From an optimization exercise on the open Yosys and OpenROAD flow, aimed at small area, a short achievable clock period and few clock cycles; shortcuts taken in it are not production practice.
RTL that was checked went through simulation tests only; none was proved equivalent to the original.
No functional check of the RTL was part of runs 1 and 2.
Power and IR drop assume default switching activity.

`design/flow/config.mk`:
```
export PLATFORM = sky130hd
export DESIGN_NAME = demosaic
export DESIGN_NICKNAME = demosaic
export VERILOG_FILES = /design/flow/design.v
export SDC_FILE = /design/flow/constraint.sdc
export NUM_CORES = 4
export LEC_CHECK = 0
export CAP_MARGIN = 20
export CORE_MARGIN = 2
export CORE_UTILIZATION = 40
export SETUP_SLACK_MARGIN = 2.8
export SLEW_MARGIN = 20
```
`design/flow/run.sh`:
```
#!/bin/bash
# synth_recipe.tcl (not shown) runs the flow's synth.tcl, then flattens the netlist and writes it again
# the make line also repeats each setting of config.mk as NAME=value (left out here)
make -C /OpenROAD-flow-scripts/flow DESIGN_CONFIG=/design/flow/config.mk WORK_HOME=/design/flow/orfs CLKGATE_MAP_FILE= SYNTH_SCRIPT=/design/flow/synth_recipe.tcl finish
```
`design/flow/constraint.sdc`:
```
create_clock -name core_clock -period 5.0 [get_ports {clk}]
set_input_delay 1.0000 -clock core_clock [delete_from_list [all_inputs] [get_ports {clk}]]
set_output_delay 1.0000 -clock core_clock [all_outputs]
set_load 0.01 [all_outputs]
```
`design/flow/design.v`:
```
module demosaic(clk, reset, in_en, data_in, wr_r, addr_r, wdata_r, rdata_r, wr_g, addr_g, wdata_g, rdata_g, wr_b, addr_b, wdata_b, rdata_b, done);
input clk;
input reset;
input in_en;
input [7:0] data_in;
output reg wr_r;
output reg [13:0] addr_r;
output reg [7:0] wdata_r;
input [7:0] rdata_r;
output reg wr_g;
output reg [13:0] addr_g;
output reg [7:0] wdata_g;
input [7:0] rdata_g;
output reg wr_b;
output reg [13:0] addr_b;
output reg [7:0] wdata_b;
input [7:0] rdata_b;
output reg done;
reg [13:0] lcnt;       
reg        ld_done;    
always @(posedge clk or posedge reset) begin
    if (reset) begin
        lcnt    <= 14'd0;
        ld_done <= 1'b0;
    end else begin
        if (in_en) begin
            lcnt <= lcnt + 14'd1;
            if (&lcnt) ld_done <= 1'b1;
        end
    end
end
wire busy_g = in_en & ~(lcnt[7] ^ lcnt[0]);
wire busy_r = in_en & ~lcnt[7] &  lcnt[0];
wire busy_b = in_en &  lcnt[7] & ~lcnt[0];
reg  [5:0] g_yh;
reg  [6:0] g_x;        
reg  [6:0] g_s;        
reg        g_wait, g_fin;
reg  [1:0] g_roff;     
reg  [7:0] g_c0, g_c1, g_c2, g_c3;        
reg  [7:0] g_m10, g_m11, g_m12, g_m13;    
reg  [7:0] g_m20, g_m21, g_m22;           
reg  [8:0] g_s1, g_s2;
reg        g_ge;       
reg        g_rv;
reg  [1:0] g_ri;
wire g_go  = ~g_fin & ~g_wait & ~busy_g;
wire g_rd  = |g_s[3:0];
wire g_g6  = g_go & g_s[6];
wire g_rot = g_go & (g_s[3] | g_s[4] | g_s[5]);
wire g_wv  = g_go & ~g_rd & (g_x[6:1] != 6'd0);
wire ge    = ~g_x[0];
wire [6:0] g_xm = g_x - 7'd1;
wire [5:0] g_rrow = g_yh + {4'd0, g_roff};
wire [13:0] g_addr = {g_rrow, g_x[0], (g_rd ? g_x : g_xm)};
wire [9:0] g_sum = g_s1 + g_s2;
wire cap0 = g_rv & (g_ri == 2'd0);
wire cap1 = g_rv & (g_ri == 2'd1);
wire cap2 = g_rv & (g_ri == 2'd2);
wire cap3 = g_rv & (g_ri == 2'd3);
always @(posedge clk) begin
    g_ri <= {g_s[2] | g_s[3], g_s[1] | g_s[3]};
    if (g_rot)      g_c0 <= g_c1;
    else if (cap0)  g_c0 <= rdata_g;
    if (g_rot)      g_c1 <= cap2 ? rdata_g : g_c2;
    else if (cap1)  g_c1 <= rdata_g;
    if (g_rot)      g_c2 <= g_c0;
    else if (cap2)  g_c2 <= rdata_g;
    if (cap3)       g_c3 <= rdata_g;
    if (g_g6) g_ge <= g_x[0];
    if (g_g6) begin
        g_m10 <= g_c0;  g_m11 <= g_c1;  g_m12 <= g_c2;  g_m13 <= g_c3;
        g_m20 <= g_m11; g_m21 <= g_m12; g_m22 <= g_m13;
    end else if (g_rot) begin
        g_m10 <= g_m11; g_m11 <= g_m12; g_m12 <= g_m13; g_m13 <= g_m10;
        g_m20 <= g_m21; g_m21 <= g_m22; g_m22 <= g_m20;
    end
    if (g_rot) begin
        g_s1 <= g_c0 + g_m20;
        g_s2 <= g_m10 + (g_ge ? g_m11 : g_m13);
    end
end
always @(posedge clk or posedge reset) begin
    if (reset) begin
        g_yh   <= 6'd0;
        g_x    <= 7'd0;
        g_s    <= 7'd1;
        g_wait <= 1'b1;
        g_fin  <= 1'b0;
        g_rv   <= 1'b0;
        g_roff <= 2'd1;          
    end else begin
        g_rv <= g_go & g_rd;
        if (g_wait & (ld_done | (lcnt[13:7] >= {g_yh, 1'b1} + 7'd6)))    
            g_wait <= 1'b0;
        if (g_go) begin
            g_s <= {g_s[5:0], g_s[6]};
            if (g_s[6])
                g_roff <= {1'b0, g_x[0]};            
            else
                g_roff <= {g_s[1] | g_s[2] | g_s[5], g_s[0] | g_s[2] | g_s[4]}
                          + {1'b0, ge};
            if (g_s[6]) begin
                g_x  <= g_x + 7'd1;
                if (&g_x) begin
                    g_yh   <= g_yh + 6'd3;
                    g_wait <= 1'b1;
                    if (g_yh == 6'd60) g_fin <= 1'b1;
                end
            end
        end
    end
end
wire        r_wv, b_wv, r_fin, b_fin;
wire [13:0] r_addr, b_addr;
wire [7:0]  r_wdata, b_wdata;
demosaic_rb #(.P(1'b1)) u_r (
    .clk(clk), .reset(reset), .busy(busy_r), .ld_done(ld_done), .lrow(lcnt[13:7]),
    .rdata(rdata_r), .wv(r_wv), .addr(r_addr), .wdata(r_wdata), .fin(r_fin));
demosaic_rb #(.P(1'b0)) u_b (
    .clk(clk), .reset(reset), .busy(busy_b), .ld_done(ld_done), .lrow(lcnt[13:7]),
    .rdata(rdata_b), .wv(b_wv), .addr(b_addr), .wdata(b_wdata), .fin(b_fin));
always @(posedge clk) begin
    addr_g  <= busy_g ? lcnt  : g_addr;
    wdata_g <= busy_g ? data_in : g_sum[9:2];
    addr_r  <= busy_r ? lcnt  : r_addr;
    wdata_r <= busy_r ? data_in : r_wdata;
    addr_b  <= busy_b ? lcnt  : b_addr;
    wdata_b <= busy_b ? data_in : b_wdata;
end
always @(posedge clk or posedge reset) begin
    if (reset) begin
        wr_g <= 1'b0;
        wr_r <= 1'b0;
        wr_b <= 1'b0;
        done <= 1'b0;
    end else begin
        wr_g <= busy_g | g_wv;
        wr_r <= busy_r | r_wv;
        wr_b <= busy_b | b_wv;
        done <= ld_done & g_fin & r_fin & b_fin;
    end
end
endmodule
module demosaic_rb #(parameter P = 1'b1) (
    input             clk,
    input             reset,
    input             busy,
    input             ld_done,
    input      [6:0]  lrow,
    input      [7:0]  rdata,
    output            wv,
    output     [13:0] addr,
    output     [7:0]  wdata,
    output reg        fin
);
reg [5:0] ti;
reg [5:0] xi;
wire [5:0] ti1 = ti + 6'd1;
wire [5:0] xp  = xi - 6'd1;
reg       x64;         
reg [4:0] s;           
reg       wt;
reg [7:0] a, b, hp;
reg [8:0] vc, vp;
reg       rv, ri;
wire go = ~fin & ~wt & ~busy;
wire [7:0] hs = P ? b : a;
wire [6:0] row_m1 = P ? {ti, 1'b0}  : {ti, 1'b1};
wire [6:0] row_t  = P ? {ti, 1'b1}  : {ti1, 1'b0};
wire [6:0] row_p1 = P ? {ti1, 1'b0} : {ti1, 1'b1};
wire [6:0] row_h  = P ? row_p1 : row_m1;
wire [6:0] col_x  = {xi, P};
wire [6:0] col_x1 = P ? {xi, 1'b0} : {xp, 1'b1};
wire [6:0] col_x2 = P ? {xp, 1'b1} : {xp, 1'b0};
wire xi_lo = (xi == 6'd0) & ~x64;
wire hd_ok = ~xi_lo & ~x64;                                    
wire v_ok  = P ? hd_ok : (x64 | (xi[5:1] != 5'd0));           
reg [6:0] arow, acol;
reg       wok;
reg [7:0] wd;
wire [8:0] hsum = hp + hs;
wire [9:0] dsum = vp + vc;
always @(*) begin
    arow = ({7{s[0]}} & row_m1) | ({7{s[1]}} & row_p1) | ({7{s[2] | s[4]}} & row_t) | ({7{s[3]}} & row_h);
    acol = ({7{s[0] | s[1]}} & col_x) | ({7{s[2]}} & col_x2) | ({7{s[3] | s[4]}} & col_x1);
    wok  = (s[2] & v_ok) | ((s[3] | s[4]) & hd_ok);
    wd   = ({8{s[2]}} & vp[8:1]) | ({8{s[3]}} & hsum[8:1]) | ({8{s[4]}} & dsum[9:2]);
end
assign addr  = {arow, acol};
assign wdata = wd;
assign wv    = go & wok;
always @(posedge clk) begin
    ri <= s[1];
    if (rv) begin
        if (ri) b <= rdata;
        else    a <= rdata;
    end
    if (go & s[3]) vc <= a + b;
    if (go & s[4]) begin
        vp <= vc;
        hp <= hs;
    end
end
always @(posedge clk or posedge reset) begin
    if (reset) begin
        ti  <= 6'd0;
        xi  <= 6'd0;
        x64 <= 1'b0;
        s   <= 5'd1;
        wt  <= 1'b1;
        fin <= 1'b0;
        rv  <= 1'b0;
    end else begin
        rv <= go & (s[0] | s[1]);
        if (wt & (ld_done | ({1'b0, lrow[6:1]} >= {1'b0, ti} + 7'd2)))
            wt <= 1'b0;
        if (go) begin
            s <= {s[3:0], s[4]};
            if (s[4]) begin
                if (x64) begin
                    xi  <= 6'd0;
                    x64 <= 1'b0;
                    ti  <= ti1;
                    wt  <= 1'b1;
                    if (ti == 6'd62) fin <= 1'b1;
                end else begin
                    xi  <= xi + 6'd1;
                    x64 <= &xi;
                end
            end
        end
    end
end
endmodule
```
==> results of run 1 <==
## power breakdown
group / internal [W] / leakage (nW) / total [W] / switching [W]
Sequential: 0.00309 / 3.19 / 0.00319 / 0.000101
Combinational: 0.000198 / 4.42 / 0.000463 / 0.000265
Clock: 0.00186 / 0.685 / 0.00303 / 0.00117
Total: 0.00515 / 8.30 / 0.00668 / 0.00154
## cell usage after synthesis, types with 5 or more instances
cell	count	area, um^2
a31o_2	5	43.8
a31oi_1	13	81.3
a211oi_1	5	37.5
dfrtp_1	79	1980
inv_1	52	195
nor2_1	91	342
xnor2_1	58	508
nand2b_1	8	50.1
a222oi_1	6	60.1
and3_1	11	68.8
mux2_2	16	180
nand2_1	341	1280
a21oi_1	72	360
dfstp_2	7	184
ha_1	108	1350
o21a_1	11	82.6
nor3_1	41	205
and2_1	9	56.3
nand4_1	12	75.1
dfxtp_1	78	1560
a21o_1	28	210
nand3_1	30	150
o21ai_0	100	500
clkbuf_1	57	214
a221oi_1	6	52.6
mux2i_1	13	130
xor2_1	45	394
edfxtp_1	183	5500
nor2b_1	14	87.6
fa_1	7	140
o31ai_1	5	37.5
or3_1	6	37.5
o22ai_1	8	50.1
## state kept, by name, indices dropped and copies added, names as in the netlist, 9 cells and up
register,count
g_s2,9
addr_r,14
g_s1,9
lcnt,14
u_b.vp,9
addr_g,14
addr_b,14
u_r.vp,9
u_b.vc,9
u_r.vc,9
## per-layer routing
layer,vias to the layer above,GRT usage (%)
met3,53,3.50
met5,-,0
met2,318,30.9
met1,5886,26.3
li1,5890,-
met4,0,4.98
## metrics by stage
step | cells | instance area, um^2 | hold slack (ns)
3_3_place_gp | 2181 | 18400 | 0.448
3_5_place_dp | 2181 | 18400 | 0.443
5_1_grt | 2292 | 20400 | 0.480
4_1_cts | 2285 | 20200 | 0.458
2_1_floorplan | 1600 | 17000 | 0.431
6_report | 2292 | 20400 | 0.454
## kinds of logic after synthesis
| kind of cell | after synthesis |
|---|---|
| AND/OR/NAND/NOR | 593 |
| flip-flops | 347 |
| XOR/XNOR | 103 |
| adder cells (fa/ha/maj) | 115 |
| multiplexers | 29 |
| AO/OA/AOI/OAI | 292 |
| buffers and inverters | 121 |
## final cells by class
| cell class | instances | area (um^2) |
|---|---|---|
| repair inverters | 3 | 21.3 |
| multi-input cells | 1137 | 7630 |
| fillers | 3815 | 21300 |
| well taps | 539 | 674 |
| repair buffers | 141 | 1250 |
| clock inverters | 13 | 151 |
| clock buffers | 58 | 1220 |
| inverters | 54 | 226 |
| flip-flops and latches | 347 | 9220 |
## worst max path at each step
stage / depth (start not counted) / slack [ns] / from / end
floorplan: 6 / 2.44 / in_en / g_c0[0]
global route: 10 / 2.51 / g_ge / g_s2[7]
CTS: 10 / 2.66 / g_ge / g_s2[7]
global placement: 7 / 0.90 / in_en / g_c1[5]
detailed placement: 7 / 0.85 / in_en / g_c1[3]
finish: 10 / 2.61 / g_ge / g_s2[7]
## what timing repair did
item / 4_1_cts / 5_1_grt
cloned: 8 / 0
endpoints found under the setup margin: 416 / 46
setup buffers: 25 / 7
resized for setup: 143 / 34
pin swaps: 18 / 19
hold buffers: 0 / 0
==> impl_metrics.csv, run 1 <==
group,metric,value,unit
clock_network,h-tree-depth,2,
worst_setup_path,critPathMaxFanout,4,
route,wl,41300,um
synthesis,ys_ff_latch,347,
worst_setup_path,r2r_start,"g_ge",
sta,finalCritPeriodShare,47.8,%
worst_setup_path,r2r_end,"g_s2[7]",
worst_setup_path,cp_top_family,"compound AO/OA/AOI/OAI gates",
floorplanning,top_level_ports,105,
power_and_ir_drop,peakVddDrop,0.242,mV
floorplanning,num_rows,75,
synthesis,postSynthAreaPerCell,10.5,um^2
global_routing,grt_usage,19.0,%
synthesis,ys.flop_type,"edfxtp_1",
global_routing,grt_pass1_wl,65400,um
route,drcViolationCount,0,
synthesis,synthSimpleGateAreaFrac,15.5,%
route,vias,12100,
sta,layout_setup_ws,2.61,ns
cells_and_area,diodes,0,
synthesis,synth.distinct_cells,68,
placement,gp_congestion,0.869,
clock_network,cts_buffers,39,
clock_network,cts_root_buf,"clkbuf_16",
cells_and_area,final_common_cell,"nand2_1",
route,routedWlPerCell,18.0,um
synthesis,async_reset_ff_share,24.8,%
worst_setup_path,critPathRequiredTime,5.28,ns
cells_and_area,drive_gt1_share,13.4,%
sta,relSlewSlack,39.5,%
sta,finClkSkew,0.0153,ns
min_path,min_to,"u_b.vp[1]",
floorplanning,fp.dieW,209,um
global_routing,antenna_found_initial,0,
route,top_layer_used,"met4",
synthesis,netlist_instances,1600,
synthesis,syn_area,0.0168,mm^2
cells_and_area,final_nets,1873,
route,first_pass_iters,6,
route,met3_length,2330,um
synthesis,synth_enable_flop_cells,183,
synthesis,yosys_warnings,3,
worst_setup_path,cp-start-kind,"register",
power_and_ir_drop,leakagePower,8.30,nW
worst_setup_path,cpPeakStageDelay,0.34,ns
power_and_ir_drop,p_total,0.00668,W
clock_network,insertion_delay,0.55,ns
floorplanning,die_area,0.0437,mm^2
run_status,status,"complete, no violations",
clock_network,path_clk_slew,0.06,ns
min_path,worstHoldPathCells,0,
worst_setup_path,rrSetupSlack,2.61,ns
sta,worst_pin_slew,0.906,ns
clock_network,cts.sinks,347,
route,wl_met1,18900,um
worst_setup_path,reg2regPathDepth,10,
placement,io_buffers,104,
synthesis,synth_compound_area_share,10.7,%
sta,hold_viol,0,
synthesis,synth_fa_ha_area_share,8.88,%
floorplanning,die_y,209,um
sta,finalSetupViolCount,0,
route,dr_wl_met2,19200,um
clock_network,clockBufferDepth,3,
route,viasPerCell,5.30,
cells_and_area,final_cell_mix,"328 x nand2_1, 183 x edfxtp_1, 100 x ha_1, 93 x o21ai_0, 84 x nor2_1",
floorplanning,start_util,40.3,%
global_routing,grt_max_degree,57,
clock_network,tritoncts,"yes",
sta,grt_setup_unrepaired,"true",
sta,maxSlewViolCount,0,
global_routing,overflow,0,
synthesis,muxShareOfSynthArea,1.85,%
floorplanning,coreArea,0.0417,mm^2
min_path,holdCritPathClass,"reg -> reg",
sta,fmax,0.418,GHz
min_path,worstHoldStart,"u_b.vc[1]",
cells_and_area,fin_util,49.0,%
worst_setup_path,end_kind,"register",
sta,final.min_clock_period,2.39,ns
cells_and_area,syn2layout_area_growth,21.4,%
synthesis,seq_area_frac_synth,54.9,%
synthesis,synthXorXnorAreaFrac,5.37,%
route,drt_iter0_markers,884,
synthesis,synth_top_family_by_area,"simple AND/OR/NAND/NOR gates",
worst_setup_path,slowest_stage,"edfxtp_1",
worst_setup_path,cp_data_arrival_time,2.67,ns
run,max_cap_viol_count,0,
worst_setup_path,critPathKind,"reg -> reg",
power_and_ir_drop,power_density,328,mW/mm^2
worst_setup_path,path_buf_inv,2,
synthesis,synth_nets,1750,
placement,hpwl,28500,um
worst_setup_path,path_cells,"buf_6 -> mux2i_4 -> inv_2 -> ha_4 -> a21o_1 -> a21oi_4 -> nor2b_1 -> o21a_1 -> o41ai_2 -> xnor2_1",
global_routing,grt_pass1_vias,11900,
route,detail-route-antenna-nets,0,
sta,tns,0,ns
placement,pre_cts_slack,0.852,ns
==> run 2, diff against run 1 <==
--- a/design/flow/config.mk
+++ b/design/flow/config.mk
@@ -9,4 +9,5 @@
 export CORE_MARGIN = 2
 export CORE_UTILIZATION = 40
-export SETUP_SLACK_MARGIN = 2.8
+export SETUP_SLACK_MARGIN = 3.0
 export SLEW_MARGIN = 20
+export TNS_END_PERCENT = 10
==> impl_metrics.csv, run 2 <==
group,metric,value,unit
synthesis,synth.distinct_cells,68,
clock_network,cts_buffers,38,
placement,gp_congestion,0.867,
floorplanning,start_util,40.3,%
power_and_ir_drop,p_sw_share,23.0,%
synthesis,yosys_warnings,3,
global_routing,grt_usage,18.5,%
power_and_ir_drop,internal_power,0.00504,W
synthesis,postSynthAreaPerCell,10.5,um^2
worst_setup_path,cp-start-kind,"register",
run,max_cap_viol_count,0,
sta,finalSetupViolCount,0,
cells_and_area,diodes,0,
cells_and_area,drive_gt1_share,13.9,%
run_status,status,"complete, no violations",
sta,layout_setup_ws,2.75,ns
route,wl_met1,19300,um
synthesis,synth_nets,1750,
route,viasPerCell,5.30,
floorplanning,top_level_ports,105,
synthesis,seq_area_frac_synth,54.9,%
power_and_ir_drop,peakVddDrop,0.189,mV
global_routing,grt_max_degree,57,
cells_and_area,final_cell_mix,"336 x nand2_1, 183 x edfxtp_1, 102 x ha_1, 90 x o21ai_0, 89 x nor2_1",
clock_network,cts_hold_buf,0,
power_and_ir_drop,leakagePower,8.56,nW
worst_setup_path,cpPeakStageDelay,0.38,ns
sta,finalCritPeriodShare,44.9,%
floorplanning,die_y,209,um
sta,maxSlewViolCount,0,
sta,tns,0,ns
global_routing,antenna_found_initial,0,
worst_setup_path,crit_path_frequent_cell,"a21oi_2",
synthesis,synth_top_cell_area_share,32.7,%
synthesis,ys.flop_type,"edfxtp_1",
clock_network,path_clk_slew,0.06,ns
worst_setup_path,path_cells,"buf_6 -> mux2_4 -> ha_4 -> inv_2 -> fa_2 -> inv_1 -> a21o_1 -> a21oi_2 -> o21bai_1 -> a21oi_2 -> o21ai_1",
floorplanning,die_area,0.0437,mm^2
cells_and_area,final_common_cell,"nand2_1",
sta,relSlewSlack,35.2,%
route,detail-route-antenna-nets,0,
placement,post-place-cells,2184,
sta,worst_pin_slew,0.970,ns
clock_network,clockBufferDepth,3,
clock_network,cts.sinks,347,
cells_and_area,final_nets,1906,
route,dr_wl_met2,19200,um
route,drcViolationCount,0,
worst_setup_path,critPathKind,"reg -> reg",
worst_setup_path,slowest_stage,"edfxtp_1",
min_path,holdCritPathClass,"reg -> reg",
route,vias,12300,
cells_and_area,syn2layout_area_growth,23.6,%
clock_network,tritoncts,"yes",
worst_setup_path,end_kind,"register",
power_and_ir_drop,p_clk_share,43.6,%
route,first_pass_iters,5,
sta,finClkSkew,0.0123,ns
cells_and_area,fin_util,49.8,%
synthesis,synth_most_common_cell,"nand2_1",
synthesis,netlist_instances,1600,
global_routing,grt_pass1_vias,11700,
synthesis,ys_ff_latch,347,
synthesis,synthTopCellsByArea,"edfxtp_1 33%, dfrtp_1 12%, dfxtp_1 9.3%, ha_1 8.0%, nand2_1 7.6%",
placement,pre_cts_slack,1.04,ns
route,met3_length,2460,um
floorplanning,coreArea,0.0417,mm^2
clock_network,insertion_delay,0.53,ns
power_and_ir_drop,power.switching,0.00151,W
placement,io_buffers,104,
sta,hold_viol,0,
sta,fmax,0.445,GHz
worst_setup_path,path_buf_inv,3,
synthesis,syn_area,0.0168,mm^2
power_and_ir_drop,combPwrFrac,7.6,%
synthesis,synth_enable_flop_cells,183,
route,routedWlPerCell,17.9,um
sta,final.min_clock_period,2.25,ns
route,wl,41700,um
global_routing,overflow,0,
placement,hpwl,28000,um
sta,grt_setup_unrepaired,"true",
worst_setup_path,cp_data_arrival_time,2.52,ns
route,top_layer_used,"met4",
global_routing,grt_pass1_wl,64500,um
worst_setup_path,critPathMaxFanout,4,
floorplanning,fp.dieW,209,um
clock_network,h-tree-depth,2,
worst_setup_path,critPathRequiredTime,5.27,ns
power_and_ir_drop,p_total,0.00655,W
worst_setup_path,cp_top_family,"compound AO/OA/AOI/OAI gates",
route,drt_iter0_markers,849,
synthesis,async_reset_ff_share,24.8,%
power_and_ir_drop,seqPwrFrac,48.8,%
cells_and_area,finalNonFillerCells,2324,
clock_network,cts_root_buf,"clkbuf_16",
synthesis,yosysTopAreaCell,"edfxtp_1",
power_and_ir_drop,power_density,316,mW/mm^2
floorplanning,num_rows,75,
synthesis,synth_common_cells,"341 x nand2_1, 183 x edfxtp_1, 108 x ha_1",
-- run 2: cell counts after synthesis --
Identical to the previous run, type by type.
-- run 2: area by class of cell --
cell class / instances / area (um^2)
Timing Repair Buffer: 180 / 1780
Inverter: 54 / 238
Clock buffer: 57 / 1140
Fill cell: 3738 / 20900
Clock inverter: 12 / 143
Sequential cell: 347 / 9220
Multi-Input combinational cell: 1134 / 7560
Timing Repair inverter: 1 / 8.76
Tap cell: 539 / 674
-- run 2: per-stage QoR --
stage,hold slack (ns),cell area [um^2]
floorplan,0.431,16900
global placement,0.446,18300
detailed placement,0.453,18300
CTS,0.465,20000
global route,0.481,20800
finish,0.465,20800
-- run 2: kinds of logic after synthesis --
family | after synthesis | synth area share (%)
compound gates | 292 | 10.7
simple gates | 593 | 15.5
buf+inv | 121 | 2.81
flops | 347 | 54.9
xor+xnor | 103 | 5.37
mux | 29 | 1.85
fa+ha+maj | 115 | 8.88
-- run 2: worst register-to-register path: stages (launching register included) --
cell      delay (ns)
edfxtp_1        0.38
buf_6           0.16
mux2_4          0.32
ha_4            0.16
inv_2           0.06
fa_2            0.21
inv_1           0.05
a21o_1          0.16
a21oi_2         0.15
o21bai_1        0.11
a21oi_2         0.17
o21ai_1         0.08
-- run 2: path summary, 6_finish.rpt --
check	cells after the start	from	end	slack (ns)
hold reg to reg	0	u_r.vc[2]	u_r.vp[2]	0.46
min in group asynchronous	2	reset	g_yh[4]	0.86
setup / recovery	11	g_ge	g_s2[8]	2.75
max in group asynchronous	3	reset	g_s[0]	3.48
setup reg to reg	11	g_ge	g_s2[8]	2.75
hold / removal	0	u_r.vc[2]	u_r.vp[2]	0.46
-- run 2: layer usage --
metal | vias up | global-route usage (%)
met3 | 57 | 3.16
met4 | 0 | 4.41
met2 | 342 | 29.6
met1 | 5968 | 26.4
met5 | - | 0
li1 | 5961 | -
-- run 2: timing repair --
item,4_1_cts,5_1_grt
cloned,4,4
gates resized for setup,133,82
setup endpoints to repair,446,383
setup buffers,17,45
pin swaps,13,35
-- run 2: power by group through the flow --
stage | clock (W) | sequential, W | combinational (W)
after global placement | 0 | 0.00326 | 0.000476
after detailed placement | 0 | 0.00326 | 0.000476
after floorplan | 0 | 0.00324 | 0.000207
after global routing | 0.00302 | 0.00321 | 0.000539
after CTS | 0.00291 | 0.00320 | 0.000472
final | 0.00286 | 0.00320 | 0.000497
==> run 3, diff against run 2 <==
--- a/design/flow/design.v
+++ b/design/flow/design.v
@@ -17,12 +17,24 @@
 input [7:0] rdata_b;
 output reg done;
+reg [7:0]  din_q;
 reg [13:0] lcnt;       
 reg        ld_done;    
-always @(posedge clk or posedge reset) begin
-    if (reset) begin
+reg        busy_g, busy_r, busy_b;    
+wire       in_en_q = busy_g | busy_r | busy_b;
+wire       ln0 = lcnt[0] ^ in_en_q;
+wire       ln7 = lcnt[7] ^ (in_en_q & (&lcnt[6:0]));
+always @(posedge clk) din_q <= data_in;
+always @(posedge clk or posedge reset) begin
+    if (reset) begin
+        busy_g  <= 1'b0;
+        busy_r  <= 1'b0;
+        busy_b  <= 1'b0;
         lcnt    <= 14'd0;
         ld_done <= 1'b0;
     end else begin
-        if (in_en) begin
+        busy_g <= in_en & ~(ln7 ^ ln0);
+        busy_r <= in_en & ~ln7 &  ln0;
+        busy_b <= in_en &  ln7 & ~ln0;
+        if (in_en_q) begin
             lcnt <= lcnt + 14'd1;
             if (&lcnt) ld_done <= 1'b1;
@@ -30,7 +42,4 @@
     end
 end
-wire busy_g = in_en & ~(lcnt[7] ^ lcnt[0]);
-wire busy_r = in_en & ~lcnt[7] &  lcnt[0];
-wire busy_b = in_en &  lcnt[7] & ~lcnt[0];
 reg  [5:0] g_yh;
 reg  [6:0] g_x;        
@@ -42,4 +51,5 @@
 reg  [7:0] g_m20, g_m21, g_m22;           
 reg  [8:0] g_s1, g_s2;
+reg  [7:0] g_m1x;      
 reg        g_ge;       
 reg        g_rv;
@@ -69,4 +79,6 @@
     if (cap3)       g_c3 <= rdata_g;
     if (g_g6) g_ge <= g_x[0];
+    if (g_g6)        g_m1x <= g_x[0] ? g_c1 : g_c3;     
+    else if (g_rot)  g_m1x <= g_ge ? g_m12 : g_m10;     
     if (g_g6) begin
         g_m10 <= g_c0;  g_m11 <= g_c1;  g_m12 <= g_c2;  g_m13 <= g_c3;
@@ -78,5 +90,5 @@
     if (g_rot) begin
         g_s1 <= g_c0 + g_m20;
-        g_s2 <= g_m10 + (g_ge ? g_m11 : g_m13);
+        g_s2 <= g_m10 + g_m1x;
     end
 end
@@ -123,9 +135,9 @@
 always @(posedge clk) begin
     addr_g  <= busy_g ? lcnt  : g_addr;
-    wdata_g <= busy_g ? data_in : g_sum[9:2];
+    wdata_g <= busy_g ? din_q : g_sum[9:2];
     addr_r  <= busy_r ? lcnt  : r_addr;
-    wdata_r <= busy_r ? data_in : r_wdata;
+    wdata_r <= busy_r ? din_q : r_wdata;
     addr_b  <= busy_b ? lcnt  : b_addr;
-    wdata_b <= busy_b ? data_in : b_wdata;
+    wdata_b <= busy_b ? din_q : b_wdata;
 end
 always @(posedge clk or posedge reset) begin
--- a/design/flow/config.mk
+++ b/design/flow/config.mk
@@ -9,4 +9,7 @@
 export CORE_MARGIN = 2
 export CORE_UTILIZATION = 40
+export CTS_BUF_LIST = sky130_fd_sc_hd__clkbuf_8
+export CTS_CLUSTER_DIAMETER = 60
+export CTS_CLUSTER_SIZE = 16
 export SETUP_SLACK_MARGIN = 3.0
 export SLEW_MARGIN = 20
==> impl_metrics.csv, run 3 <==
group,metric,value,unit
run_status,status,"complete, no violations",
worst_setup_path,crit_end,"wr_r",
placement,gp_congestion,0.859,
worst_setup_path,cp_data_arrival_time,1.17,ns
sta,tns,0,ns
route,first_pass_iters,5,
cells_and_area,final_cell_mix,"341 x nand2_1, 191 x edfxtp_1, 103 x o21ai_0, 95 x ha_1, 79 x dfrtp_1",
synthesis,ys_ff_latch,366,
synthesis,synthTopCellsByArea,"edfxtp_1 32%, dfrtp_1 12%, dfxtp_1 9.7%, ha_1 7.6%, nand2_1 7.3%",
sta,finClkSkew,0.0429,ns
cells_and_area,diodes,0,
global_routing,grt_pass1_vias,11900,
clock_network,path_clk_slew,0.09,ns
synthesis,netlist_instances,1642,
cells_and_area,multi_input_area,0.00793,mm^2
sta,final.min_clock_period,2.17,ns
synthesis,synth_common_cells,"342 x nand2_1, 191 x edfxtp_1, 113 x o21ai_0",
cells_and_area,drive_gt1_share,16.8,%
worst_setup_path,path_cells,"buf_6",
clock_network,cts_root_buf,"clkbuf_8",
clock_network,h-tree-depth,2,
synthesis,ys.flop_type,"edfxtp_1",
power_and_ir_drop,internal_power,0.00449,W
synthesis,async_reset_ff_share,24.3,%
worst_setup_path,critPathMaxFanout,1,
power_and_ir_drop,leakagePower,8.13,nW
global_routing,grt_usage,17.4,%
cells_and_area,fillers,4130,
global_routing,overflow,0,
floorplanning,fp.dieW,214,um
route,wl,41000,um
floorplanning,num_rows,77,
route,drcViolationCount,0,
worst_setup_path,rrSetupSlack,2.92,ns
cells_and_area,fin_area,0.0207,mm^2
clock_network,cts.sinks,366,
power_and_ir_drop,p_sw_share,26.6,%
power_and_ir_drop,p_clk_share,33.9,%
sta,hold_viol,0,
floorplanning,top_level_ports,105,
synthesis,synth_nets,1792,
sta,finalSetupViolCount,0,
worst_setup_path,critPathRequiredTime,4.00,ns
synthesis,synth.distinct_cells,75,
clock_network,clockBufferDepth,3,
global_routing,grt_max_degree,65,
power_and_ir_drop,seqPwrFrac,55.6,%
sta,maxSlewViolCount,0,
worst_setup_path,cp.depth,1,
synthesis,synth_enable_flop_cells,191,
worst_setup_path,path_buf_inv,1,
synthesis,seq_area_frac_synth,54.8,%
worst_setup_path,r2r_start,"u_r.vc[2]",
placement,hpwl,27700,um
synthesis,synth_top_cell_area_share,32.4,%
sta,fmax,0.460,GHz
power_and_ir_drop,power_density,295,mW/mm^2
route,viasPerCell,5.14,
route,drt_iter0_markers,744,
sta,worst_pin_slew,0.833,ns
power_and_ir_drop,power.switching,0.00162,W
synthesis,postSynthAreaPerCell,10.8,um^2
placement,place_area,0.0193,mm^2
worst_setup_path,slowest_stage,"dfrtp_1",
synthesis,synth_most_common_cell,"nand2_1",
route,vias,12300,
clock_network,insertion_delay,0.62,ns
synthesis,yosysTopAreaCell,"edfxtp_1",
cells_and_area,regArea,0.00971,mm^2
worst_setup_path,cpPeakStageDelay,0.43,ns
cells_and_area,syn2layout_area_growth,17.0,%
worst_setup_path,reg2regPathDepth,7,
floorplanning,start_util,40.3,%
floorplanning,coreArea,0.0439,mm^2
run,max_cap_viol_count,0,
global_routing,antenna_found_initial,0,
route,routedWlPerCell,17.2,um
clock_network,tritoncts,"yes",
worst_setup_path,critPathKind,"reg -> out",
cells_and_area,final_nets,1920,
min_path,holdCritPathClass,"reg -> reg",
power_and_ir_drop,peakVddDrop,0.204,mV
worst_setup_path,r2r_end,"wdata_r[7]",
global_routing,grt_pass1_wl,64300,um
sta,finalCritPeriodShare,43.5,%
floorplanning,die_area,0.0459,mm^2
cells_and_area,final_common_cell,"nand2_1",
worst_setup_path,cp-start-kind,"register",
sta,grt_setup_unrepaired,"true",
worst_setup_path,cp_top_family,"flip-flops",
worst_setup_path,crit_start,"wr_r",
clock_network,cts_buffers,36,
power_and_ir_drop,combPwrFrac,10.5,%
synthesis,syn_area,0.0177,mm^2
floorplanning,die_y,214,um
power_and_ir_drop,p_total,0.00611,W
worst_setup_path,end_kind,"output port",
sta,relSlewSlack,44.4,%
synthesis,yosys_warnings,3,
route,detail-route-antenna-nets,0,
placement,io_buffers,104,
[run 3: cell types whose count changed in the layout (fill, tap and decap cells not counted), moves of 18 or more]
cell and delta:
clkbuf_2 +38, clkbuf_8 +30, clkdlybuf4s15_1 +18, nor2_1 -29
clkbuf_16 -42, dlygate4sd2_1 -69, nand2b_1 +18
[run 3: how the worst min path moves through the flow]
stage                          from          to  depth (start not counted)
after global placement    u_b.vc[4]   u_b.vp[4]                          0
after CTS                 u_b.vc[5]   u_b.vp[5]                          0
after global routing      u_b.vc[1]   u_b.vp[1]                          0
after detailed placement  u_b.vc[4]   u_b.vp[4]                          0
final                     u_b.vc[1]   u_b.vp[1]                          0
after floorplan            din_q[0]  wdata_g[0]                          2
[run 3: cell families after synthesis]
family / count (synthesis) / synth area share [%]
XOR/XNOR: 101 / 5.04
buffers and inverters: 123 / 2.72
AO/OA/AOI/OAI: 304 / 10.7
multiplexers: 51 / 3.06
AND/OR/NAND/NOR: 582 / 15.2
flip-flops: 366 / 54.8
adder cells (fa/ha/maj): 115 / 8.43
[run 3: layout make-up]
| cell class | count | area share (%) |
|---|---|---|
| Sequential cell | 366 | 46.9 |
| Timing Repair Buffer | 150 | 5.96 |
| Timing Repair inverter | 4 | 0.157 |
| Clock buffer | 39 | 2.59 |
| Inverter | 57 | 1.26 |
| Clock inverter | 26 | 1.25 |
| Multi-Input combinational cell | 1155 | 38.3 |
| Tap cell | 592 | 3.58 |
[run 3: power by group through the flow]
| stage | registers, W | logic [W] | clock network (W) |
|---|---|---|---|
| floorplan | 0.00346 | 0.000282 | 0 |
| global placement | 0.00345 | 0.000639 | 0 |
| detailed placement | 0.00346 | 0.000647 | 0 |
| CTS | 0.00339 | 0.000641 | 0.00215 |
| global route | 0.00341 | 0.000693 | 0.00224 |
| finish | 0.00340 | 0.000639 | 0.00207 |
[run 3: metrics by stage]
step,setup slack (ns),std cells,util [%],hold slack (ns)
finish,2.83,2389,47.1,0.466
global route,2.77,2389,47.1,0.479
CTS,2.75,2360,46.0,0.460
global placement,1.76,2279,43.9,0.435
floorplan,2.97,1642,-,0.428
detailed placement,1.65,2279,43.9,0.443
[run 3: layer usage]
metal	track usage, %	part of all wire, %	vias to the layer above
met5	0	0	-
met4	4.75	2.2	0
met3	3.19	4.3	58
met2	29.3	48	228
met1	22.9	45	5954
li1	-	-	6051
[run 3: repair_timing]
action / in CTS / in global routing
setup buffers: 11 / 27
setup endpoints to repair: 336 / 226
cloned: 5 / 2
pin swaps: 3 / 45
hold buffers: 0 / 0
endpoints found under the hold margin: 0 / 0
resized for setup: 133 / 196
Testbench counts of run 3, summed over its fixed seeds: cycles 329,652.
==> run 4, diff against run 3 <==
==> design/flow/flow/run.sh (new file) <==
#!/bin/bash
# Standard layout, with the port buffers made of sky130_fd_sc_hd__buf_2 cells
# instead of the delay cells buffer_ports picks by itself.
set -euo pipefail
export BUFFER_PORTS_ARGS="-buffer_cell sky130_fd_sc_hd__buf_2"
bash standard.sh > standard.log 2>&1
==> design/flow/standard.sh (new file) <==
#!/bin/bash
# synth_recipe.tcl (not shown) runs the flow's synth.tcl, then flattens the netlist and writes it again
# the make line also repeats each setting of config.mk as NAME=value (left out here)
make -C /OpenROAD-flow-scripts/flow DESIGN_CONFIG=/design/flow/config.mk WORK_HOME=/design/flow/orfs CLKGATE_MAP_FILE= SYNTH_SCRIPT=/design/flow/synth_recipe.tcl "${@:-finish}"
--- a/design/flow/config.mk
+++ b/design/flow/config.mk
@@ -12,5 +12,5 @@
 export CTS_CLUSTER_DIAMETER = 60
 export CTS_CLUSTER_SIZE = 16
-export SETUP_SLACK_MARGIN = 3.0
+export SETUP_SLACK_MARGIN = 3.2
 export SLEW_MARGIN = 20
 export TNS_END_PERCENT = 10
removed: design/flow/run.sh
==> impl_metrics.csv, run 4 <==
group,metric,value,unit
run_status,status,"complete, no violations",
floorplanning,fp.dieW,214,um
sta,fmax,0.467,GHz
worst_setup_path,critPathMaxFanout,1,
synthesis,seq_area_frac_synth,54.8,%
route,drt_iter0_markers,910,
global_routing,grt_pass1_vias,11700,
power_and_ir_drop,p_clk_share,32.7,%
clock_network,clockBufferDepth,3,
worst_setup_path,path_cells,"buf_6",
floorplanning,num_rows,77,
clock_network,insertion_delay,0.62,ns
synthesis,netlist_instances,1642,
sta,finalCritPeriodShare,42.8,%
synthesis,ys_ff_latch,366,
sta,maxSlewViolCount,0,
route,wl,41500,um
sta,finClkSkew,0.0312,ns
route,drcViolationCount,0,
clock_network,cts_hold_buf,0,
synthesis,async_reset_ff_share,24.3,%
power_and_ir_drop,combPwrFrac,10.8,%
global_routing,grt_usage,17.3,%
synthesis,synth_enable_flop_cells,191,
power_and_ir_drop,internal_power,0.00442,W
worst_setup_path,cp_data_arrival_time,1.14,ns
cells_and_area,final_nets,1944,
sta,grt_setup_unrepaired,"true",
route,first_pass_iters,7,
clock_network,cts.sinks,366,
global_routing,grt_max_degree,65,
synthesis,yosys_warnings,3,
worst_setup_path,path_buf_inv,1,
floorplanning,die_area,0.0459,mm^2
worst_setup_path,critPathRequiredTime,4.00,ns
sta,final.min_clock_period,2.14,ns
floorplanning,top_level_ports,105,
power_and_ir_drop,power.switching,0.00161,W
route,vias,12400,
global_routing,grt_pass1_wl,63900,um
route,viasPerCell,5.16,
floorplanning,coreArea,0.0439,mm^2
cells_and_area,diodes,0,
power_and_ir_drop,peakVddDrop,0.176,mV
cells_and_area,final_cell_mix,"341 x nand2_1, 191 x edfxtp_1, 101 x o21ai_0, 98 x buf_2, 92 x ha_1",
synthesis,postSynthAreaPerCell,10.8,um^2
worst_setup_path,rrSetupSlack,2.91,ns
cells_and_area,finalNonFillerCells,2411,
global_routing,overflow,0,
cells_and_area,drive_gt1_share,21.4,%
sta,hold_viol,0,
power_and_ir_drop,seqPwrFrac,56.5,%
worst_setup_path,critPathKind,"reg -> out",
clock_network,path_clk_slew,0.11,ns
synthesis,synth_common_cells,"342 x nand2_1, 191 x edfxtp_1, 113 x o21ai_0",
synthesis,syn_area,0.0177,mm^2
clock_network,cts_buffers,34,
worst_setup_path,r2r_start,"u_r.b[1]",
cells_and_area,multi_input_area,0.00805,mm^2
sta,worst_pin_slew,0.844,ns
synthesis,synth.distinct_cells,75,
cells_and_area,regArea,0.00971,mm^2
synthesis,synth_top_cell_area_share,32.4,%
worst_setup_path,cp_top_family,"flip-flops",
power_and_ir_drop,leakagePower,8.33,nW
clock_network,tritoncts,"yes",
min_path,holdCritPathClass,"in -> async",
sta,finalSetupViolCount,0,
route,detail-route-antenna-nets,0,
placement,post-place-cells,2280,
clock_network,cts_root_buf,"clkbuf_8",
worst_setup_path,cpPeakStageDelay,0.42,ns
worst_setup_path,r2r_end,"wdata_r[7]",
worst_setup_path,slowest_stage,"dfrtp_1",
synthesis,synth_nets,1792,
route,routedWlPerCell,17.2,um
global_routing,antenna_found_initial,0,
synthesis,ys.flop_type,"edfxtp_1",
worst_setup_path,reg2regPathDepth,8,
run,max_cap_viol_count,0,
sta,relSlewSlack,43.6,%
cells_and_area,final_common_cell,"nand2_1",
cells_and_area,syn2layout_area_growth,17.5,%
cells_and_area,fillers,4086,
placement,gp_congestion,0.850,
placement,hpwl,27500,um
sta,tns,0,ns
power_and_ir_drop,power_density,290,mW/mm^2
synthesis,yosysTopAreaCell,"edfxtp_1",
placement,io_buffers,104,
worst_setup_path,crit_start,"wr_r",
power_and_ir_drop,p_sw_share,26.7,%
floorplanning,start_util,40.3,%
clock_network,h-tree-depth,2,
synthesis,synth_most_common_cell,"nand2_1",
synthesis,synthTopCellsByArea,"edfxtp_1 32%, dfrtp_1 12%, dfxtp_1 9.7%, ha_1 7.6%, nand2_1 7.3%",
worst_setup_path,cp-start-kind,"register",
floorplanning,die_y,214,um
worst_setup_path,end_kind,"output port",
==> run 4: cell counts after synthesis <==
No cell type changed its count.
==> run 4: layer usage <==
metal | up-vias | routed length, um | global-route usage, %
met5 | - | 0 | 0
met3 | 54 | 1890 | 3.11
met1 | 6029 | 19200 | 24.1
met2 | 260 | 19600 | 27.9
li1 | 6091 | - | -
met4 | 0 | 796 | 4.24
==> run 4: cell families (layout without fill, tap and decap cells) <==
family / count (synthesis) / count (layout) / share of synthesized area, %
compound gates: 304 / 304 / 10.7
xor+xnor: 101 / 101 / 5.04
fa+ha+maj: 115 / 115 / 8.43
buf+inv: 123 / 298 / 2.72
flops: 366 / 366 / 54.8
mux: 51 / 51 / 3.06
simple gates: 582 / 584 / 15.2
==> run 4: power by group through the flow <==
stage	Clock [W]	Sequential (W)	Combinational [W]
global placement	0	0.00346	0.000526
detailed placement	0	0.00346	0.000533
CTS	0.00204	0.00340	0.000567
floorplan	0	0.00346	0.000282
finish	0.00198	0.00341	0.000653
global route	0.00215	0.00342	0.000708
==> run 4: worst max-delay path by stage <==
stage          cells past startpoint  slack, ns         end
6_report                           1       2.86        wr_r
5_1_grt                            8       2.81  wdata_r[7]
4_1_cts                            1       2.81        wr_r
3_5_place_dp                       6       2.00     g_c1[0]
3_3_place_gp                       6       2.05     g_c1[1]
2_1_floorplan                      1       2.97      busy_b
==> run 4: stage by stage <==
stage	hold WS (ns)	setup WS, ns	utilization, %	total power (W)	area, um^2
floorplan	0.428	2.97	-	0.00374	17700
global placement	0.436	2.05	42.7	0.00399	18800
detailed placement	0.452	2.00	42.7	0.00399	18800
CTS	0.447	2.81	45.2	0.00600	19800
global route	0.453	2.81	47.3	0.00628	20800
finish	0.455	2.86	47.3	0.00604	20800
==> run 4: layout make-up <==
class / count / area share [%]
well taps: 592 / 3.56
multi-input cells: 1155 / 38.7
repair inverters: 1 / 0.0421
repair buffers: 179 / 6.23
clock inverters: 22 / 0.945
flip-flops and latches: 366 / 46.7
inverters: 57 / 1.22
clock buffers: 39 / 2.58
==> run 4: timing repair <==
action	4_1_cts	5_1_grt
setup buffers	15	47
gates cloned	4	4
gates resized for setup	33	126
pin swaps	7	74
endpoints found under the setup margin	383	373
==> run 5, diff against run 4 <==
--- a/design/flow/config.mk
+++ b/design/flow/config.mk
@@ -12,5 +12,5 @@
 export CTS_CLUSTER_DIAMETER = 60
 export CTS_CLUSTER_SIZE = 16
-export SETUP_SLACK_MARGIN = 3.2
+export SETUP_SLACK_MARGIN = 2.9
 export SLEW_MARGIN = 20
-export TNS_END_PERCENT = 10
+export TNS_END_PERCENT = 5
==> impl_metrics.csv, run 5 <==
group,metric,value,unit
cells_and_area,final_common_cell,"nand2_1",
synthesis,ys.flop_type,"edfxtp_1",
synthesis,synth_fa_ha_area_share,8.43,%
floorplanning,die_y,214,um
sta,maxSlewViolCount,0,
synthesis,async_reset_ff_share,24.3,%
synthesis,synth_most_common_cell,"nand2_1",
clock_network,insertion_delay,0.61,ns
clock_network,cts_buffers,35,
floorplanning,die_area,0.0459,mm^2
synthesis,netlist_instances,1642,
sta,tns,0,ns
clock_network,cts.sinks,366,
min_path,min_to,"u_r.vp[8]",
synthesis,synth_enable_flop_cells,191,
synthesis,synth_top_cell_area_share,32.4,%
placement,hpwl,27500,um
synthesis,synth.distinct_cells,75,
cells_and_area,final_cell_mix,"341 x nand2_1, 191 x edfxtp_1, 109 x o21ai_0, 106 x ha_1, 104 x buf_2",
worst_setup_path,critPathRequiredTime,5.35,ns
worst_setup_path,end_kind,"register",
clock_network,clockBufferDepth,3,
min_path,worstHoldPathCells,0,
cells_and_area,diodes,0,
floorplanning,top_level_ports,105,
run,max_cap_viol_count,0,
synthesis,synth_nets,1792,
worst_setup_path,rrSetupSlack,2.75,ns
cells_and_area,final_nets,1897,
cells_and_area,drive_gt1_share,15.3,%
synthesis,synthSimpleGateAreaFrac,15.2,%
sta,finalCritPeriodShare,44.9,%
floorplanning,fp.dieW,214,um
floorplanning,num_rows,77,
synthesis,muxShareOfSynthArea,3.06,%
sta,relSlewSlack,43.0,%
route,drt_iter0_markers,860,
synthesis,synth_compound_area_share,10.7,%
synthesis,synthXorXnorAreaFrac,5.04,%
sta,fmax,0.445,GHz
power_and_ir_drop,leakagePower,7.99,nW
clock_network,h-tree-depth,2,
clock_network,cts_root_buf,"clkbuf_8",
worst_setup_path,r2r_start,"g_m10[0]",
cells_and_area,regArea,0.00970,mm^2
synthesis,ys_ff_latch,366,
placement,io_buffers,104,
worst_setup_path,reg2regPathDepth,9,
global_routing,grt_usage,17.0,%
run_status,status,"complete, no violations",
cells_and_area,finalNonFillerCells,2366,
global_routing,antenna_found_initial,0,
synthesis,seq_area_frac_synth,54.8,%
power_and_ir_drop,peakVddDrop,0.161,mV
route,detail-route-antenna-nets,0,
placement,post-place-cells,2281,
synthesis,yosys_warnings,3,
floorplanning,coreArea,0.0439,mm^2
sta,layout_setup_ws,2.75,ns
min_path,holdCritPathClass,"reg -> reg",
sta,final.min_clock_period,2.25,ns
sta,finClkSkew,0.0433,ns
clock_network,tritoncts,"yes",
sta,grt_setup_unrepaired,"true",
worst_setup_path,critPathKind,"reg -> reg",
cells_and_area,fillers,4218,
synthesis,postSynthAreaPerCell,10.8,um^2
sta,worst_pin_slew,0.853,ns
route,viasPerCell,5.14,
floorplanning,start_util,40.3,%
synthesis,synth_common_cells,"342 x nand2_1, 191 x edfxtp_1, 113 x o21ai_0",
global_routing,grt_max_degree,63,
clock_network,path_clk_slew,0.10,ns
worst_setup_path,cp_data_arrival_time,2.60,ns
synthesis,synth_top_family_by_area,"simple AND/OR/NAND/NOR gates",
global_routing,overflow,0,
route,vias,12200,
route,drcViolationCount,0,
cells_and_area,syn2layout_area_growth,12.1,%
placement,gp_congestion,0.824,
sta,hold_slack,0.464,ns
sta,finalSetupViolCount,0,
sta,hold_viol,0,
worst_setup_path,cp-start-kind,"register",
cells_and_area,multi_input_area,0.00765,mm^2
synthesis,syn_area,0.0177,mm^2
worst_setup_path,r2r_end,"g_s2[8]",
power_and_ir_drop,power_density,302,mW/mm^2
synthesis,synthTopCellsByArea,"edfxtp_1 32%, dfrtp_1 12%, dfxtp_1 9.7%, ha_1 7.6%, nand2_1 7.3%",
route,routedWlPerCell,16.5,um
route,first_pass_iters,6,
worst_setup_path,critPathMaxFanout,3,
power_and_ir_drop,p_total,0.00599,W
min_path,worstHoldStart,"u_r.vc[8]",
placement,pre_cts_slack,1.88,ns
synthesis,yosysTopAreaCell,"edfxtp_1",
route,wl,39100,um
global_routing,grt_pass1_vias,11800,
global_routing,grt_pass1_wl,63100,um
[run 5: through the flow]
step / area [um^2] / util [%]
after floorplan: 17700 / -
after global routing: 19800 / 45.1
after CTS: 19700 / 44.8
after global placement: 18800 / 42.7
after detailed placement: 18800 / 42.7
final: 19800 / 45.1
[run 5: critical path, cell delays in order, from the launching register on]
cell	delay [ns]
edfxtp_1	0.46
ha_1	0.26
inv_1	0.07
fa_1	0.21
nor2b_1	0.06
o21ai_1	0.22
nand2b_1	0.13
a21o_1	0.19
a21oi_1	0.24
o21ai_0	0.15
[run 5: how the worst max path moves through the flow]
stage | endpoint | slack, ns | depth (start not counted) | from
floorplan | g_m10[0] | 1.89 | 6 | busy_g
global placement | g_m20[4] | 1.97 | 4 | g_fin
detailed placement | g_m20[4] | 1.88 | 4 | g_fin
CTS | wr_r | 2.78 | 1 | wr_r
global route | wdata_r[6] | 2.71 | 7 | u_r.b[2]
finish | g_s2[8] | 2.75 | 9 | g_m10[0]
[run 5: logic make-up after synthesis]
logic type	count (synthesis)
buffers and inverters	123
DFF	366
AOI/OAI and AO/OA	304
muxes	51
xor gates and xnor gates	101
adders and majority gates	115
and+or+nand+nor	582
[run 5: area by class of cell]
type | instances | share of cell area (%)
flip-flops and latches | 366 | 48.9
clock inverters | 27 | 1.33
clock buffers | 37 | 2.57
inverters | 57 | 1.23
repair buffers | 130 | 3.65
repair inverters | 1 | 0.0315
multi-input cells | 1156 | 38.6
well taps | 592 | 3.73
[run 5: power by group]
group	internal (W)	switching [W]	leakage (nW)
clock network	0.000893	0.00113	0.408
registers	0.00328	0.000115	3.40
logic	0.000226	0.000344	4.19
[run 5: metal layers]
| layer | up-vias | GRT usage (%) | share of wire, % |
|---|---|---|---|
| li1 | 6007 | - | - |
| met5 | - | 0 | 0 |
| met1 | 5854 | 23.6 | 47 |
| met3 | 50 | 3.06 | 4.3 |
| met4 | 0 | 4.47 | 2.1 |
| met2 | 249 | 27.3 | 46 |
[run 5: repair_timing]
action / 4_1_cts / 5_1_grt
endpoints found under the setup margin: 241 / 162
setup buffers: 4 / 13
hold buffers: 0 / 0
pin swaps: 6 / 7
cloned: 4 / 0
gates resized for setup: 23 / 15
==> run 6, diff against run 5 <==
==> design/flow/config.mk (replaced) <==
export PLATFORM = sky130hd
export DESIGN_NAME = demosaic
export DESIGN_NICKNAME = demosaic
export VERILOG_FILES = /design/flow/design.v
export SDC_FILE = /design/flow/constraint.sdc
export NUM_CORES = 4
export LEC_CHECK = 0
export CAP_MARGIN = 20
export CORE_MARGIN = 2
export CORE_UTILIZATION = 40
export SETUP_SLACK_MARGIN = 3.0
export SLEW_MARGIN = 20
export TNS_END_PERCENT = 10
==> impl_metrics.csv, run 6 <==
group,metric,value,unit
worst_setup_path,cp_data_arrival_time,1.12,ns
synthesis,synth_fa_ha_area_share,8.43,%
cells_and_area,final_nets,1918,
worst_setup_path,critPathKind,"reg -> out",
clock_network,tritoncts,"yes",
cells_and_area,drive_gt1_share,19.0,%
placement,gp_congestion,0.850,
global_routing,overflow,0,
placement,place_area,0.0188,mm^2
worst_setup_path,r2r_start,"u_b.vc[2]",
sta,finalCritPeriodShare,42.4,%
synthesis,muxShareOfSynthArea,3.06,%
min_path,min_to,"u_r.vp[8]",
global_routing,grt_usage,17.2,%
run,max_cap_viol_count,0,
min_path,worstHoldStart,"u_r.vc[8]",
sta,grt_setup_unrepaired,"true",
worst_setup_path,path_cells,"buf_6",
cells_and_area,fin_area,0.0209,mm^2
route,vias,12400,
worst_setup_path,cp-start-kind,"register",
synthesis,synthSimpleGateAreaFrac,15.2,%
synthesis,postSynthAreaPerCell,10.8,um^2
route,drcViolationCount,0,
worst_setup_path,path_buf_inv,1,
sta,hold_viol,0,
global_routing,grt_max_degree,65,
route,viasPerCell,5.16,
cells_and_area,final_common_cell,"nand2_1",
synthesis,ys_ff_latch,366,
clock_network,clockBufferDepth,3,
route,drt_iter0_markers,878,
worst_setup_path,rrSetupSlack,2.91,ns
run_status,status,"complete, no violations",
sta,final.min_clock_period,2.12,ns
synthesis,netlist_instances,1642,
min_path,holdCritPathClass,"reg -> reg",
synthesis,synth_enable_flop_cells,191,
placement,io_buffers,104,
floorplanning,die_y,214,um
clock_network,cts_hold_buf,0,
clock_network,insertion_delay,0.57,ns
cells_and_area,syn2layout_area_growth,18.1,%
worst_setup_path,r2r_end,"wdata_b[5]",
synthesis,synth_top_cell_area_share,32.4,%
synthesis,seq_area_frac_synth,54.8,%
synthesis,synthXorXnorAreaFrac,5.04,%
route,detail-route-antenna-nets,0,
cells_and_area,diodes,0,
clock_network,h-tree-depth,2,
synthesis,synth_most_common_cell,"nand2_1",
sta,worst_pin_slew,0.844,ns
route,routedWlPerCell,16.8,um
worst_setup_path,critPathMaxFanout,1,
cells_and_area,fillers,4063,
sta,tns,0,ns
power_and_ir_drop,leakagePower,8.37,nW
route,wl,40300,um
worst_setup_path,end_kind,"output port",
synthesis,yosysTopAreaCell,"edfxtp_1",
worst_setup_path,cpPeakStageDelay,0.41,ns
synthesis,synth_top_family_by_area,"simple AND/OR/NAND/NOR gates",
global_routing,antenna_found_initial,0,
clock_network,cts_buffers,41,
cells_and_area,finalNonFillerCells,2393,
synthesis,yosys_warnings,3,
power_and_ir_drop,power_density,333,mW/mm^2
floorplanning,fp.dieW,214,um
synthesis,async_reset_ff_share,24.3,%
synthesis,synth.distinct_cells,75,
worst_setup_path,cp_top_family,"flip-flops",
worst_setup_path,reg2regPathDepth,7,
min_path,worstHoldPathCells,0,
clock_network,cts_root_buf,"clkbuf_16",
clock_network,path_clk_slew,0.06,ns
placement,hpwl,27500,um
synthesis,synthTopCellsByArea,"edfxtp_1 32%, dfrtp_1 12%, dfxtp_1 9.7%, ha_1 7.6%, nand2_1 7.3%",
power_and_ir_drop,p_total,0.00696,W
placement,post-place-cells,2280,
floorplanning,die_area,0.0459,mm^2
floorplanning,coreArea,0.0439,mm^2
power_and_ir_drop,peakVddDrop,0.235,mV
sta,relSlewSlack,43.7,%
clock_network,cts.sinks,366,
floorplanning,start_util,40.3,%
floorplanning,num_rows,77,
sta,finalSetupViolCount,0,
floorplanning,top_level_ports,105,
worst_setup_path,slowest_stage,"dfrtp_1",
synthesis,syn_area,0.0177,mm^2
sta,finClkSkew,0.0188,ns
global_routing,grt_pass1_wl,63900,um
global_routing,grt_pass1_vias,11800,
sta,maxSlewViolCount,0,
synthesis,synth_compound_area_share,10.7,%
route,first_pass_iters,5,
sta,fmax,0.472,GHz
worst_setup_path,critPathRequiredTime,4.00,ns
synthesis,synth_nets,1792,
cells_and_area,final_cell_mix,"340 x nand2_1, 191 x edfxtp_1, 104 x o21ai_0, 103 x buf_2, 95 x ha_1",
synthesis,synth_common_cells,"342 x nand2_1, 191 x edfxtp_1, 113 x o21ai_0",
synthesis,ys.flop_type,"edfxtp_1",
==> run 6: through the flow <==
step | setup slack (ns) | hold WS [ns] | util, %
detailed placement | 2.00 | 0.452 | 42.7
global route | 2.84 | 0.464 | 47.6
CTS | 2.84 | 0.460 | 46.3
global placement | 2.05 | 0.436 | 42.7
finish | 2.88 | 0.460 | 47.6
floorplan | 2.97 | 0.428 | -
==> run 6: what timing repair did <==
item                                   CTS  global route
pin swaps                                8            42
gates cloned                             2             1
endpoints found under the hold margin    0             0
setup endpoints to repair              316           224
resized for setup                       34            76
setup buffers                            8            26
==> run 6: worst max-delay path by stage <==
| stage | startpoint | endpoint | slack (ns) | depth (start not counted) |
|---|---|---|---|---|
| after floorplan | reset | busy_b | 2.97 | 1 |
| after global placement | g_fin | g_c1[1] | 2.05 | 6 |
| after detailed placement | g_fin | g_c1[0] | 2.00 | 6 |
| after CTS | wr_r | wr_r | 2.84 | 1 |
| after global routing | u_b.a[0] | wdata_b[7] | 2.84 | 8 |
| final | wr_r | wr_r | 2.88 | 1 |
==> run 6: cell type report <==
type	count	area [um^2]	area share (%)
sequential	366	9700	46.4
multi-input combinational	1155	7990	38.3
clock buffer	62	1210	5.79
timing repair buffer	146	875	4.19
tap	592	741	3.55
inverter	57	248	1.19
clock inverter	14	119	0.569
timing repair inverter	1	8.76	0.0419
==> run 6: cell families (layout without fill, tap and decap cells) <==
kind of cell,Yosys count,count (layout)
compound gates,304,304
xor+xnor,101,101
flops,366,366
fa+ha+maj,115,115
buf+inv,123,280
simple gates,582,584
mux,51,51
==> run 6: report_power, final <==
part           total (W)  internal, W  switching [W]
Clock            0.00298      0.00174        0.00125
Sequential       0.00340      0.00329       0.000115
Combinational   0.000575     0.000225       0.000349
Total            0.00696      0.00525        0.00171
==> run 6: routing by layer <==
metal,share of wire (%),vias up,GRT usage (%)
li1,-,6058,-
met1,46,5968,24.0
met2,47,261,27.8
met3,4.7,66,3.09
met4,2.2,0,4.51
met5,0,-,0
==> run 7, diff against run 6 <==
--- a/design/flow/config.mk
+++ b/design/flow/config.mk
@@ -9,4 +9,7 @@
 export CORE_MARGIN = 2
 export CORE_UTILIZATION = 40
+export CTS_BUF_LIST = sky130_fd_sc_hd__clkbuf_8
+export CTS_CLUSTER_DIAMETER = 60
+export CTS_CLUSTER_SIZE = 16
 export SETUP_SLACK_MARGIN = 3.0
 export SLEW_MARGIN = 20
==> impl_metrics.csv, run 7 <==
group,metric,value,unit
sta,relSlewSlack,43.1,%
synthesis,async_reset_ff_share,24.3,%
floorplanning,die_area,0.0459,mm^2
clock_network,cts_buffers,34,
sta,fmax,0.468,GHz
synthesis,yosysTopAreaCell,"edfxtp_1",
cells_and_area,multi_input_area,0.00792,mm^2
cells_and_area,final_common_cell,"nand2_1",
clock_network,cts_hold_buf,0,
cells_and_area,syn2layout_area_growth,15.4,%
cells_and_area,diodes,0,
global_routing,grt_usage,17.0,%
floorplanning,coreArea,0.0439,mm^2
power_and_ir_drop,peakVddDrop,0.174,mV
route,drt_iter0_markers,862,
synthesis,yosys_warnings,3,
synthesis,ys_ff_latch,366,
worst_setup_path,cpPeakStageDelay,0.42,ns
floorplanning,die_y,214,um
synthesis,synth_enable_flop_cells,191,
route,detail-route-antenna-nets,0,
synthesis,synth.distinct_cells,75,
cells_and_area,final_cell_mix,"341 x nand2_1, 191 x edfxtp_1, 104 x o21ai_0, 103 x buf_2, 93 x ha_1",
sta,maxSlewViolCount,0,
floorplanning,num_rows,77,
worst_setup_path,path_buf_inv,1,
global_routing,grt_pass1_vias,11600,
floorplanning,start_util,40.3,%
global_routing,overflow,0,
placement,post-place-cells,2280,
floorplanning,top_level_ports,105,
global_routing,grt_max_degree,65,
worst_setup_path,cp_top_family,"flip-flops",
clock_network,h-tree-depth,2,
route,vias,12300,
worst_setup_path,cp-start-kind,"register",
synthesis,synth_most_common_cell,"nand2_1",
sta,finClkSkew,0.0297,ns
route,viasPerCell,5.17,
power_and_ir_drop,leakagePower,8.18,nW
placement,io_buffers,104,
worst_setup_path,cp_data_arrival_time,1.14,ns
global_routing,antenna_found_initial,0,
floorplanning,fp.dieW,214,um
clock_network,path_clk_slew,0.11,ns
run_status,status,"complete, no violations",
synthesis,synth_nets,1792,
placement,hpwl,27500,um
worst_setup_path,critPathKind,"reg -> out",
run,max_cap_viol_count,0,
worst_setup_path,critPathRequiredTime,4.00,ns
cells_and_area,drive_gt1_share,19.2,%
worst_setup_path,path_cells,"buf_6",
clock_network,tritoncts,"yes",
global_routing,met1_usage,23.8,%
min_path,holdCritPathClass,"in -> async",
clock_network,clockBufferDepth,3,
synthesis,ys.flop_type,"edfxtp_1",
route,drcViolationCount,0,
cells_and_area,final_nets,1921,
global_routing,grt.busiest_layer,"met2",
sta,worst_pin_slew,0.852,ns
synthesis,netlist_instances,1642,
synthesis,seq_area_frac_synth,54.8,%
synthesis,synth_common_cells,"342 x nand2_1, 191 x edfxtp_1, 113 x o21ai_0",
sta,final.min_clock_period,2.14,ns
cells_and_area,finalNonFillerCells,2388,
global_routing,use_met3,3.09,%
synthesis,syn_area,0.0177,mm^2
clock_network,cts.sinks,366,
global_routing,grt_pass1_wl,63100,um
cells_and_area,regArea,0.00970,mm^2
cells_and_area,fillers,4114,
synthesis,postSynthAreaPerCell,10.8,um^2
route,wl,40600,um
sta,grt_setup_unrepaired,"true",
sta,finalSetupViolCount,0,
power_and_ir_drop,power_density,294,mW/mm^2
worst_setup_path,end_kind,"output port",
synthesis,synth_top_cell_area_share,32.4,%
sta,hold_viol,0,
route,first_pass_iters,6,
global_routing,gr-usage-met2,27.4,%
synthesis,synthTopCellsByArea,"edfxtp_1 32%, dfrtp_1 12%, dfxtp_1 9.7%, ha_1 7.6%, nand2_1 7.3%",
worst_setup_path,slowest_stage,"dfrtp_1",
worst_setup_path,critPathMaxFanout,1,
clock_network,cts_root_buf,"clkbuf_8",
clock_network,insertion_delay,0.61,ns
sta,finalCritPeriodShare,42.8,%
route,routedWlPerCell,17.0,um
sta,tns,0,ns
placement,gp_congestion,0.850,
-- run 7: cells by family (layout without fill, tap and decap cells) --
logic type	Yosys count	count (layout)	synth area share, %
compound gates	304	304	10.7
xor+xnor	101	101	5.04
fa+ha+maj	115	115	8.43
buf+inv	123	276	2.72
flops	366	366	54.8
mux	51	51	3.06
simple gates	582	583	15.2
-- run 7: cell type report --
type / count / area share, %
Tap cell: 592 / 3.63
Clock buffer: 39 / 2.63
Sequential cell: 366 / 47.5
Clock inverter: 22 / 0.962
Timing Repair Buffer: 157 / 5.22
Multi-Input combinational cell: 1154 / 38.8
Inverter: 57 / 1.18
Timing Repair inverter: 1 / 0.0429
-- run 7: path summary, 6_finish.rpt --
kind                                 from   endpoint  slack [ns]  cells past startpoint
worst max-delay path                 wr_r       wr_r        2.86                      1
worst min-delay path                reset  u_b.ti[3]        0.46                      2
worst max register to register   u_r.b[1]  u_r.vc[7]        2.89                      6
worst min register to register  u_r.vc[8]  u_r.vp[8]        0.47                      0
max in group asynchronous           reset      g_fin        3.27                      3
min in group core_clock         u_r.vc[8]  u_r.vp[8]        0.47                      0
-- run 7: layer usage --
metal | wire length (um) | up-vias
li1 | - | 6048
met1 | 19000 | 6020
met2 | 19100 | 224
met3 | 1690 | 53
met4 | 781 | 0
met5 | 0 | -
-- run 7: what timing repair did --
| item | 4_1_cts | 5_1_grt |
|---|---|---|
| gates cloned | 2 | 4 |
| buffers inserted | 7 | 34 |
| pin swaps | 7 | 54 |
| resized for setup | 30 | 86 |
| setup endpoints to repair | 318 | 174 |
| endpoints found under the hold margin | 0 | 0 |
-- run 7: report_power, final --
part	switching [W]	internal, W
registers	0.000119	0.00328
clock network	0.00112	0.000855
logic	0.000364	0.000266
total	0.00160	0.00440
-- run 7: through the flow --
step	worst slack, ns	instance area [um^2]	hold WS [ns]	power [W]	utilization (%)
6_report	2.86	20400	0.459	0.00600	46.5
3_5_place_dp	2.00	18800	0.452	0.00399	42.7
5_1_grt	2.80	20400	0.453	0.00625	46.5
3_3_place_gp	2.05	18800	0.436	0.00399	42.7
2_1_floorplan	2.97	17700	0.428	0.00374	-
4_1_cts	2.81	19700	0.447	0.00599	44.9

-- separate check: timing with driven ports --
No port has a modelled driver above. Below, the same layouts with a new extraction and two added sets of constraints. Step 1 assumes that a clkbuf_16 drives the clock port and a buf_2 every other input. Step 2 times the ports against the registers' clock, not the clock port: input delays grow and output delays shrink by t, the midpoint of the rising clock arrivals with the driver on. Three values: ideal, step 1, step 2; two values: the first two.
run | t (ns) | slack for setup (ns) | hold WS [ns] | slew at the worst register clock pin (ns) | cell pins on the clock port's net
run 1 | 0.596 | 2.609 / 2.609 / 2.261 | 0.454 / 0.454 / 0.454 | 0.06 / 0.06 | 1
run 2 | 0.576 | 2.753 / 2.753 / 2.262 | 0.465 / 0.465 / 0.465 | 0.07 / 0.07 | 1
run 3 | 0.647 | 2.826 / 2.777 / 2.711 | 0.466 / 0.466 / 0.466 | 0.10 / 0.10 | 1
run 4 | 0.653 | 2.859 / 2.808 / 2.646 | 0.455 / 0.423 / 0.470 | 0.11 / 0.11 | 1
run 5 | 0.643 | 2.753 / 2.753 / 2.640 | 0.464 / 0.456 / 0.464 | 0.11 / 0.11 | 1
run 6 | 0.614 | 2.882 / 2.829 / 2.639 | 0.460 / 0.460 / 0.460 | 0.06 / 0.06 | 1
run 7 | 0.651 | 2.862 / 2.811 / 2.656 | 0.459 / 0.427 / 0.470 | 0.11 / 0.11 | 1
After both steps setup and hold are still met in every run listed. The setup slack of run 2, which loses most, moves by 0.000 ns with the drivers and by -0.491 ns with both steps. Setup slack includes reset recovery checks.
